From an optimization exercise on the open Yosys and OpenROAD flow, aimed at small area and a short achievable clock period; shortcuts taken in it are not production practice. At most, simulation tests tie the RTL to the original design; equivalence was not proved.

==> inputs of raven <==
Design mas_mul_radix_top, start of the top module:
module mas_mul_radix_top (
  input               clk,
  input               rstn,
  input        [31:0] in1,
  input        [31:0] in2,
  output logic [63:0] res
);
==> module mas_radix_encoder, before the edit <==
module mas_radix_encoder (
  input  [31:0] in1,
  input  [2:0]  in2,
  output        flag,
  output [32:0] res
);
wire one = in2[0] ^ in2[1];
wire two = (in2[2] & ~in2[1] & ~in2[0]) | (~in2[2] & in2[1] & in2[0]);
assign flag = in2[2] & ~(in2[1] & in2[0]);
wire [33:0] u = {{1'b0, in1} ^ {33{flag}}, flag};
assign res = ({33{one}} & u[33:1]) | ({33{two}} & u[32:0]);
endmodule
clock: 13.5 ns
lec_check: 0
cap_margin: 20
core_margin: 2
core_utilization: 45
slew_margin: 20
synth_hierarchical: 1
synth_minimum_keep_size: 0
standard.sh (not shown) runs the stock make flow with config.mk's settings and CLKGATE_MAP_FILE= SYNTH_SCRIPT=/design/flow/synth_recipe.tcl, a recipe that flattens the netlist after the stock synthesis.
==> flow/flow/run.sh <==
#!/bin/bash
# Own layout flow: the standard synthesis and layout, with the port
# buffers made from plain buffers (buffer_ports -buffer_cell) instead of the
# cell buffer_ports picks by itself.  Each tool's output goes to a log here.
set -euo pipefail
bash standard.sh synth > synth.log 2>&1
bash standard.sh "BUFFER_PORTS_ARGS=-buffer_cell sky130_fd_sc_hd__buf_2" finish > layout.log 2>&1
==> xenon (differences from raven) <==
--- a/flow/design.v
+++ b/flow/design.v
@@ -4,11 +4,28 @@
   output        flag,
   output [32:0] res
 );
-wire one = in2[0] ^ in2[1];
-wire two = (in2[2] & ~in2[1] & ~in2[0]) | (~in2[2] & in2[1] & in2[0]);
+wire one_n = ~(in2[0] ^ in2[1]);
+wire two_n = ~((in2[2] & ~in2[1] & ~in2[0]) | (~in2[2] & in2[1] & in2[0]));
 assign flag = in2[2] & ~(in2[1] & in2[0]);
-wire [33:0] u = {{1'b0, in1} ^ {33{flag}}, flag};
-assign res = ({33{one}} & u[33:1]) | ({33{two}} & u[32:0]);
+wire [33:0] un;
+wire s_n = ~in2[2];
+assign un[0]  = s_n;
+assign un[33] = s_n;
+genvar j;
+generate
+  for (j = 0; j < 32; j = j + 1) begin : g_x
+    mas_radix_xnor x (.a(in1[j]), .b(in2[2]), .y(un[j+1]));
+  end
+  for (j = 0; j < 33; j = j + 1) begin : g_s
+    mas_radix_sel s (.one_n(one_n), .u1_n(un[j+1]), .two_n(two_n), .u2_n(un[j]), .y(res[j]));
+  end
+endgenerate
+endmodule
+module mas_radix_xnor (input a, b, output y);
+assign y = ~(a ^ b);
+endmodule
+module mas_radix_sel (input one_n, u1_n, two_n, u2_n, output y);
+assign y = ~((one_n | u1_n) & (two_n | u2_n));
 endmodule
 module mas_radix_adder (
   input  a,
CAP_MARGIN = 30   (was 20)
CORE_UTILIZATION = 60   (was 45)
PLACE_DENSITY = 0.8   (was unset)
SETUP_SLACK_MARGIN = 5   (was unset)
SLEW_MARGIN = 50   (was 20)
==> lagoon (differences from raven) <==
--- a/flow/design.v
+++ b/flow/design.v
@@ -4,11 +4,28 @@
   output        flag,
   output [32:0] res
 );
-wire one = in2[0] ^ in2[1];
-wire two = (in2[2] & ~in2[1] & ~in2[0]) | (~in2[2] & in2[1] & in2[0]);
+wire one_n = ~(in2[0] ^ in2[1]);
+wire two_n = ~((in2[2] & ~in2[1] & ~in2[0]) | (~in2[2] & in2[1] & in2[0]));
 assign flag = in2[2] & ~(in2[1] & in2[0]);
-wire [33:0] u = {{1'b0, in1} ^ {33{flag}}, flag};
-assign res = ({33{one}} & u[33:1]) | ({33{two}} & u[32:0]);
+wire [33:0] un;
+wire s_n = ~in2[2];
+assign un[0]  = s_n;
+assign un[33] = s_n;
+genvar j;
+generate
+  for (j = 0; j < 32; j = j + 1) begin : g_x
+    mas_radix_xnor x (.a(in1[j]), .b(in2[2]), .y(un[j+1]));
+  end
+  for (j = 0; j < 33; j = j + 1) begin : g_s
+    mas_radix_sel s (.one_n(one_n), .u1_n(un[j+1]), .two_n(two_n), .u2_n(un[j]), .y(res[j]));
+  end
+endgenerate
+endmodule
+module mas_radix_xnor (input a, b, output y);
+assign y = ~(a ^ b);
+endmodule
+module mas_radix_sel (input one_n, u1_n, two_n, u2_n, output y);
+assign y = ~((one_n | u1_n) & (two_n | u2_n));
 endmodule
 module mas_radix_adder (
   input  a,
==> flow/flow/run.sh (replaced) <==
#!/bin/bash
# Own layout flow: the standard flow's synthesis script with ABC told to expect a light
# output load (ABC_LOAD_IN_FF=1, so it does not upsize the small gates), then
# the standard layout with port buffers made from plain buffers
# (buffer_ports -buffer_cell) and a setup margin for ORFS's timing repair.
# Each tool's output goes to a log file here.
set -euo pipefail
bash standard.sh ABC_LOAD_IN_FF=1 synth > synth.log 2>&1
bash standard.sh "BUFFER_PORTS_ARGS=-buffer_cell sky130_fd_sc_hd__buf_2" SETUP_SLACK_MARGIN=5 finish > layout.log 2>&1
CAP_MARGIN = 30   (was 20)
CORE_UTILIZATION = 60   (was 45)
SLEW_MARGIN = 50   (was 20)
==> key figures <==
Run status
  • Status: finished clean

Global route
  • GRT Total Usage: between 40% and 50%

Setup path
  • Critical-path cell list: buf_2, buf_12, ha_1, inv_4, buf_8, o22ai_1, fa_1, fa_1, fa_1, fa_1, fa_1, fa_1, ha_1, nand2_2, nor2_2, nand2_1, nor2_1, nand2_1, o21ai_2, a21oi_1, xnor2_1
  • Worst Path Max Fanout: 22
  • Critical Path AT: between 8000 and 9000 ps

Cells and area
  • Nets: approximately 3,200
  • Core Util, Final: roughly 69%

STA
  • Worst slew pin tran: 835.8 ps

Drt
  • 1st-pass router iterations: 9

Floorplan
  • Row count: 72
# the run above: lagoon

==> key figures <==
Run status
  • Status: finished clean

Cells and area
  • Synthesis-to-layout area growth: 12.33%
  • Core Util, Final: 68.10%
  • Nets: ~3,100

Global route
  • First-pass GRT wire length: 141.3 mm
  • Largest net degree at the start of global routing: 65
  • GRT Total Usage: between 40% and 50%

Clock tree
  • Post-CTS Repair Setup Buffers: 3
  • Clock Pin Slew Worst Setup and Hold Paths: 90 ps
  • Hold Buf Count CTS: 0

Floorplan
  • CORE AREA: 0.03955 mm2
  • Row count: 73
  • I/O pins: 130
  • TAP cells: ~530

Drt
  • 1st-pass router iterations: 6

Setup path
  • Critical Path AT: a little under 9000 ps
  • Critical-path cell list: buf_2, buf_12, ha_1, clkinvlp_4, buf_6, o22ai_1, fa_1, fa_1, fa_1, fa_1, fa_1, ha_1, nand2_1, nor2_1, nand2_1, nor2_2, a21oi_4, o21ai_2, a21oi_2, xnor2_1
  • Worst Path Max Fanout: 38

STA
  • Fin. Hold Viols: 0
# the run above: xenon

==> key figures <==
Cells and area
  • Nets: between 3,000 and 4,000
  • Core Util, Final: a little under half

Run status
  • Status: finished clean

Floorplan
  • Row count: 87

Setup path
  • Critical Path AT: 9570 ps
  • Worst Path Max Fanout: 36

STA
  • Worst slew pin tran: about 1000 ps

Global route
  • GRT Total Usage: 33.28%

Drt
  • 1st-pass router iterations: 8
# the run above: raven

Only the layout flow was run in raven; the RTL was not checked for function there.

==> what the ideal ports hide <==
The flow's constraints put no driver on any port. The routed layouts listed below were extracted and timed again, unchanged, in two steps.
Step 1 sets driving cells, clkbuf_16 on the clock port and buf_2 on the other inputs (assumed; they add their load-dependent delay and slew).
Step 2 times the ports against the registers' clock, not the clock port: input delays grow and output delays shrink by t, the midpoint of the rising clock arrivals with the driver on.
Three values: no drivers, after step 1, after step 2; two values: the first two.
| run | shift t [ns] | slack for setup (ns) | hold WS [ns] | worst setup path after step 2 | slew at the worst register clock pin (ns) |
|---|---|---|---|---|---|
| raven | 0.391 | 4.168 / 4.187 / 3.796 | 2.522 / 2.498 / 2.889 | input to register | 0.07 / 0.07 |
| xenon | 0.445 | 4.985 / 5.025 / 4.580 | 2.311 / 2.283 / 2.728 | input to register | 0.09 / 0.09 |
| lagoon | 0.420 | 5.065 / 5.107 / 4.687 | 2.333 / 2.309 / 2.729 | input to register | 0.07 / 0.07 |
After both steps every run listed still meets setup and hold. For xenon, which loses most, drivers alone change the setup slack by +0.040 ns; drivers and shift together by -0.405 ns.
